Source: an optimization exercise on an open RTL-to-GDS flow (aim: small area and a short achievable clock period). Production flows keep margins and buffers that such runs may drop.
Only simulation tests tie the RTL to the original design; equivalence was not proved.
Power figures rest on the tool's default switching activity, not on a simulated workload.

## top
module top (
  input         clk,
  input         rst,
  input  [31:0] a,
  input  [31:0] b,
  output [67:0] y
);
  reg [6:0] c11_ql;
  reg [10:0] c11_q0;
  reg [10:0] c11_q1;
  reg [6:0] c12_ql;
  reg [10:0] c12_q0;
  reg [10:0] c12_q1;
  reg [6:0] c21_ql;
  reg [10:0] c21_q0;
  reg [10:0] c21_q1;
  reg [6:0] c22_ql;
  reg [10:0] c22_q0;
  reg [10:0] c22_q1;
  always @(posedge clk or posedge rst) begin
    if (rst) begin
      c11_ql <= 7'd0;
      c11_q0 <= 11'd0;
      c11_q1 <= 11'd0;
      c12_ql <= 7'd0;
      c12_q0 <= 11'd0;
      c12_q1 <= 11'd0;
      c21_ql <= 7'd0;
      c21_q0 <= 11'd0;
      c21_q1 <= 11'd0;
      c22_ql <= 7'd0;
      c22_q0 <= 11'd0;
      c22_q1 <= 11'd0;
    end else begin
      c11_ql <= c11_ql_d;
      c11_q0 <= c11_q0_d;
      c11_q1 <= c11_q1_d;
      c12_ql <= c12_ql_d;
      c12_q0 <= c12_q0_d;
      c12_q1 <= c12_q1_d;
      c21_ql <= c21_ql_d;
      c21_q0 <= c21_q0_d;
      c21_q1 <= c21_q1_d;
      c22_ql <= c22_ql_d;
      c22_q0 <= c22_q0_d;
      c22_q1 <= c22_q1_d;
    end
  end
  wire [7:0] ea0 = a[7:0];
  wire [7:0] eb0 = b[7:0];
  wire [7:0] ea1 = a[15:8];
  wire [7:0] eb1 = b[15:8];
  wire [7:0] ea2 = a[23:16];
  wire [7:0] eb2 = b[23:16];
  wire [7:0] ea3 = a[31:24];
  wire [7:0] eb3 = b[31:24];
  wire c11_pp1 = ea0[0] & eb0[0];
  wire c11_pp2 = ea0[0] & eb0[1];
  wire c11_pp3 = ea0[0] & eb0[2];
  wire c11_pp4 = ea0[0] & eb0[3];
  wire c11_pp5 = ea0[0] & eb0[4];
  wire c11_pp6 = ea0[0] & eb0[5];
  wire c11_pp7 = ea0[0] & eb0[6];
  wire c11_pp8 = ea0[0] & eb0[7];
  wire c11_pp9 = ea0[1] & eb0[0];
  wire c11_pp10 = ea0[1] & eb0[1];
  wire c11_pp11 = ea0[1] & eb0[2];
  wire c11_pp12 = ea0[1] & eb0[3];
  wire c11_pp13 = ea0[1] & eb0[4];
  wire c11_pp14 = ea0[1] & eb0[5];
  wire c11_pp15 = ea0[1] & eb0[6];
  wire c11_pp16 = ea0[1] & eb0[7];
  wire c11_pp17 = ea0[2] & eb0[0];
  wire c11_pp18 = ea0[2] & eb0[1];
  wire c11_pp19 = ea0[2] & eb0[2];
  wire c11_pp20 = ea0[2] & eb0[3];
  wire c11_pp21 = ea0[2] & eb0[4];
  wire c11_pp22 = ea0[2] & eb0[5];
  wire c11_pp23 = ea0[2] & eb0[6];
  ...
Size: roughly 1,700 cells after synthesis, ~110 flip-flops, about 130 I/O pins, ~17,000 µm² of cells after synthesis.
make LEC_CHECK=0 CAP_MARGIN=20 CORE_MARGIN=2 CORE_UTILIZATION=40 SLEW_MARGIN=20 finish   # period 12.0 ns
run.sh (not shown) runs the stock make flow with config.mk's settings and CLKGATE_MAP_FILE= SYNTH_SCRIPT=/design/flow/synth_recipe.tcl, a recipe that flattens the netlist after the stock synthesis.
The starting point completed without violations.
Next try:
- CAP_MARGIN: 20 -> 60
- SLEW_MARGIN: 20 -> 70
Outcome: Die area does not change; setup slack improved by 0.38 ns; cell count hardly moves; synthesized cell count stays the same; sequential power hardly moves; cell area is lower slightly; critical path depth grows by 1; routed wire length stays flat; power climbs slightly; core utilization is lower by 0.35 points; via count rises slightly.
Next try:
- CAP_MARGIN: 60 -> 20
Critical path depth stays the same. Design area does not change. Routed wire length stays the same. Total power is unchanged. First-iteration DRC count does not change. Sequential share of layout area does not change.
Next try:
- ABC_CLOCK_PERIOD_IN_PS: default -> 1500
- SLEW_MARGIN: 70 -> 20
Non-clock buffer count went down by 3.
Setup slack loses 0.38 ns.
Utilization went up by 0.35 points.
Synthesized area stays the same.
Global-route usage is about the same.
Synthesized cell count stays the same.

---

Another version of the RTL of top (not shown whole).
For scale: roughly 1400 cells after synthesis, roughly 130 I/O pins, roughly 16000 um^2 of cells after synthesis.
export LEC_CHECK = 0
export CAP_MARGIN = 20
export CORE_MARGIN = 2
export CORE_UTILIZATION = 40
export SLEW_MARGIN = 20
create_clock -name core_clock -period 12.0 [get_ports {clk}]
standard.sh (not shown) runs the stock make flow with config.mk's settings and CLKGATE_MAP_FILE= SYNTH_SCRIPT=/design/flow/synth_recipe.tcl, a recipe that flattens the netlist after the stock synthesis.
==> flow/flow/run.sh <==
#!/bin/bash
# Own layout flow: the standard flow, with two changes.
#  1. After the standard synthesis, polarity.py removes inverters around the full adders
#     and orders each full adder's inputs by arrival time (a netlist rewrite that keeps
#     every register and the logic function).
#  2. Input ports get buf_4 buffers (each drives 16 gates) and output ports buf_1
#     buffers, instead of the default delay-buffer cells.
# Each tool's output goes to a log file of its own in this folder.
set -euo pipefail
here=$(pwd)
R=$here/orfs/results/$FLOW_PLATFORM/top/base
bash standard.sh "$R/1_2_yosys.v" > synth.log 2>&1
cp "$R/1_2_yosys.v" "$here/1_2_yosys.std.v"
python3 flow/polarity.py "$here/1_2_yosys.std.v" "$R/1_2_yosys.v" > polarity.log 2>&1
export BUFFER_PORTS_ARGS="-inputs -buffer_cell sky130_fd_sc_hd__buf_4"
export POST_GLOBAL_PLACE_TCL="$here/flow/outbuf.tcl"
bash standard.sh > layout.log 2>&1
==> flow/flow/outbuf.tcl <==
# Buffer the output ports (the input ports were buffered before global placement).
buffer_ports -outputs -buffer_cell sky130_fd_sc_hd__buf_1
Other scripts of this flow, unchanged in this note and not shown: flow/flow/polarity.py
The first run passed the timing, DRC and antenna checks.
Edit:
--- a/flow/config.mk
+++ b/flow/config.mk
@@ -9,3 +9,4 @@
 export CORE_MARGIN = 2
 export CORE_UTILIZATION = 40
-export SLEW_MARGIN = 20
+export GPL_TIMING_DRIVEN = 0
+export SLEW_MARGIN = 40
Effect:
- cell area rose by a few percent
- setup slack degrades by 0.66 ns
- global-route usage rose by 3.7 points
- worst hold slack degrades by 0.11 ns
Edit:
--- a/flow/config.mk
+++ b/flow/config.mk
@@ -9,4 +9,4 @@
 export CORE_MARGIN = 2
 export CORE_UTILIZATION = 40
-export GPL_TIMING_DRIVEN = 0
+export PLACE_DENSITY = 0.75
 export SLEW_MARGIN = 40
The changed run produced a clean layout.
Via count fell by a few percent.
Final area goes down by a few percent.
Wire length decreases by about a fifth.
Power goes down slightly.
Worst hold slack is better by 0.12 ns.
Clock power increases by about a fifth.
Critical path depth shrinks by 1.
Non-clock buffer count shrinks by 92.
Setup slack gets better by 0.65 ns.
Cell count falls by a few percent.
First-iteration DRC count came out higher by roughly a tenth.
Edit:
==> flow/flow/run.sh (replaced) <==
#!/bin/bash
# Own layout flow: the standard flow, with two changes.
#  1. After the standard synthesis, polarity.py removes inverters around the full adders
#     (a netlist rewrite that keeps every register and the logic function).
#  2. Port buffers are buf_2 cells instead of the default delay-buffer cells.
# Each tool's output goes to a log file of its own in this folder.
set -euo pipefail
here=$(pwd)
R=$here/orfs/results/$FLOW_PLATFORM/top/base
bash standard.sh "$R/1_2_yosys.v" > synth.log 2>&1
cp "$R/1_2_yosys.v" "$here/1_2_yosys.std.v"
python3 flow/polarity.py "$here/1_2_yosys.std.v" "$R/1_2_yosys.v" > polarity.log 2>&1
export BUFFER_PORTS_ARGS="-buffer_cell sky130_fd_sc_hd__buf_2"
bash standard.sh > layout.log 2>&1
--- a/flow/config.mk
+++ b/flow/config.mk
@@ -8,5 +8,5 @@
 export CAP_MARGIN = 20
 export CORE_MARGIN = 2
-export CORE_UTILIZATION = 40
+export CORE_UTILIZATION = 60
 export PLACE_DENSITY = 0.75
-export SLEW_MARGIN = 40
+export SLEW_MARGIN = 70
removed: flow/flow/outbuf.tcl
=> Wire length came out lower by 4.5%. Synthesized cell count is unchanged. Count of clock-buffer cells in the layout goes up by 3. Final cell count decreases by 9.2%.
Edit:
--- a/flow/config.mk
+++ b/flow/config.mk
@@ -8,5 +8,4 @@
 export CAP_MARGIN = 20
 export CORE_MARGIN = 2
-export CORE_UTILIZATION = 60
-export PLACE_DENSITY = 0.75
-export SLEW_MARGIN = 70
+export CORE_UTILIZATION = 40
+export SLEW_MARGIN = 40
Effect:
- The changed run finished with timing, DRC and antenna clean
- maximum frequency increases slightly
- combinational power hardly moves
- total power grows slightly
- clock-buffer cell count is lower by 2
- setup slack improves by 0.020 ns
- non-clock buffer count falls by 1
- global-route usage falls by 8.7 points
- final cell count increases by roughly a tenth
- synthesized cell count stays the same
- wire length is higher by a few percent

---

top again, from the RTL that the note above started with.
clock: 12.0 ns
lec_check: 0
cap_margin: 20
core_margin: 2
core_utilization: 40
slew_margin: 40
==> flow/flow/run.sh <==
#!/bin/bash
# Own layout flow: the standard flow, with two changes.
#  1. After the standard synthesis, polarity.py removes inverters around the full adders
#     and orders each full adder's inputs by arrival time (a netlist rewrite that keeps
#     every register and the logic function).
#  2. Input ports get buf_4 buffers (each drives 16 gates) and output ports buf_1
#     buffers, instead of the default delay-buffer cells.
# Each tool's output goes to a log file of its own in this folder.
set -euo pipefail
here=$(pwd)
R=$here/orfs/results/$FLOW_PLATFORM/top/base
bash standard.sh "$R/1_2_yosys.v" > synth.log 2>&1
cp "$R/1_2_yosys.v" "$here/1_2_yosys.std.v"
python3 flow/polarity.py "$here/1_2_yosys.std.v" "$R/1_2_yosys.v" > polarity.log 2>&1
export BUFFER_PORTS_ARGS="-inputs -buffer_cell sky130_fd_sc_hd__buf_4"
export POST_GLOBAL_PLACE_TCL="$here/flow/outbuf.tcl"
bash standard.sh > layout.log 2>&1
==> flow/flow/outbuf.tcl <==
# Buffer the output ports (the input ports were buffered before global placement).
buffer_ports -outputs -buffer_cell sky130_fd_sc_hd__buf_1
Other scripts of this flow, unchanged in this note and not shown: flow/flow/polarity.py
Rerun with:
- SLEW_MARGIN: 40 -> 55
Power goes up by 1.3%.
Final area is about the same.
Cell count barely changes.
Fmax is about the same.
Combinational power is about the same.
Global-route usage climbs by 0.11 points.
Utilization goes up by 0.10 points.
Non-clock buffer count is unchanged.
Setup slack is about the same.
Flip-flop and latch count is unchanged.
Rerun with:
- SLEW_MARGIN: 55 -> 70
Die area is unchanged.
Global-route usage falls by 0.18 points.
Synthesized area does not change.
Rerun with:
==> flow/flow/run.sh (replaced) <==
#!/bin/bash
# Own layout flow: the standard flow, with two changes.
#  1. After the standard synthesis, polarity.py removes inverters around the full adders
#     (a netlist rewrite that keeps every register and the logic function).
#  2. Port buffers are buf_2 cells instead of the default delay-buffer cells.
# Each tool's output goes to a log file of its own in this folder.
set -euo pipefail
here=$(pwd)
R=$here/orfs/results/$FLOW_PLATFORM/top/base
bash standard.sh "$R/1_2_yosys.v" > synth.log 2>&1
cp "$R/1_2_yosys.v" "$here/1_2_yosys.std.v"
python3 flow/polarity.py "$here/1_2_yosys.std.v" "$R/1_2_yosys.v" > polarity.log 2>&1
export BUFFER_PORTS_ARGS="-buffer_cell sky130_fd_sc_hd__buf_2"
bash standard.sh > layout.log 2>&1
removed: flow/flow/outbuf.tcl
Result: Worst setup slack degrades by 130 ps. Count of clock-buffer cells in the layout went down by 1. Routed wire length went down by 0.74%. Combinational power went up by about 2%. Hold slack stays flat. Fmax went down by about 2.3%. Cell area is about the same.

separate check: timing with driven ports:
The results above use ideal ports. As a check the final layouts listed here were re-extracted and re-timed, cells and wires unchanged. Step 1, drivers: a clkbuf_16 drives clk and a buf_2 each remaining input, both assumed. Step 2 also shifts input and output timing later by t, the mid clock arrival at the registers, as if the neighbouring blocks saw the same clock. Three values: ideal ports, drivers, drivers and shift; two values: the first two.
run | shift t [ns] | setup slack, ns | worst setup path after step 2 | slew at the worst register clock pin (ns) | worst data-port slew with drivers (ns)
the first run of note 1 | 0.453 | 5.717 / 5.735 / 5.282 | input to register | 0.08 / 0.08 | 0.06
the second run of note 1 | 0.453 | 6.102 / 6.109 / 5.656 | input to register | 0.08 / 0.08 | 0.06
the third run of note 1 | 0.453 | 6.102 / 6.109 / 5.656 | input to register | 0.08 / 0.08 | 0.06
the fourth run of note 1 | 0.453 | 5.717 / 5.735 / 5.282 | input to register | 0.08 / 0.08 | 0.06
the first run of note 2 | 0.418 | 6.649 / 6.630 / 6.212 | input to register | 0.09 / 0.09 | 0.07
the second run of note 2 | 0.430 | 5.990 / 6.014 / 5.584 | input to register | 0.07 / 0.07 | 0.09
the third run of note 2 | 0.417 | 6.642 / 6.646 / 6.229 | input to register | 0.07 / 0.07 | 0.07
the fourth run of note 2 | 0.409 | 6.487 / 6.504 / 6.095 | input to register | 0.07 / 0.07 | 0.08
the fifth run of note 2 | 0.421 | 6.508 / 6.504 / 6.083 | input to register | 0.07 / 0.07 | 0.07
the first run of note 3 | 0.419 | 6.643 / 6.631 / 6.212 | input to register | 0.09 / 0.09 | 0.08
the second run of note 3 | 0.416 | 6.644 / 6.629 / 6.212 | input to register | 0.08 / 0.08 | 0.07
the third run of note 3 | 0.417 | 6.644 / 6.635 / 6.217 | input to register | 0.09 / 0.09 | 0.07
the fourth run of note 3 | 0.423 | 6.516 / 6.504 / 6.081 | input to register | 0.08 / 0.08 | 0.07
After both steps setup and hold are still met in every run listed.
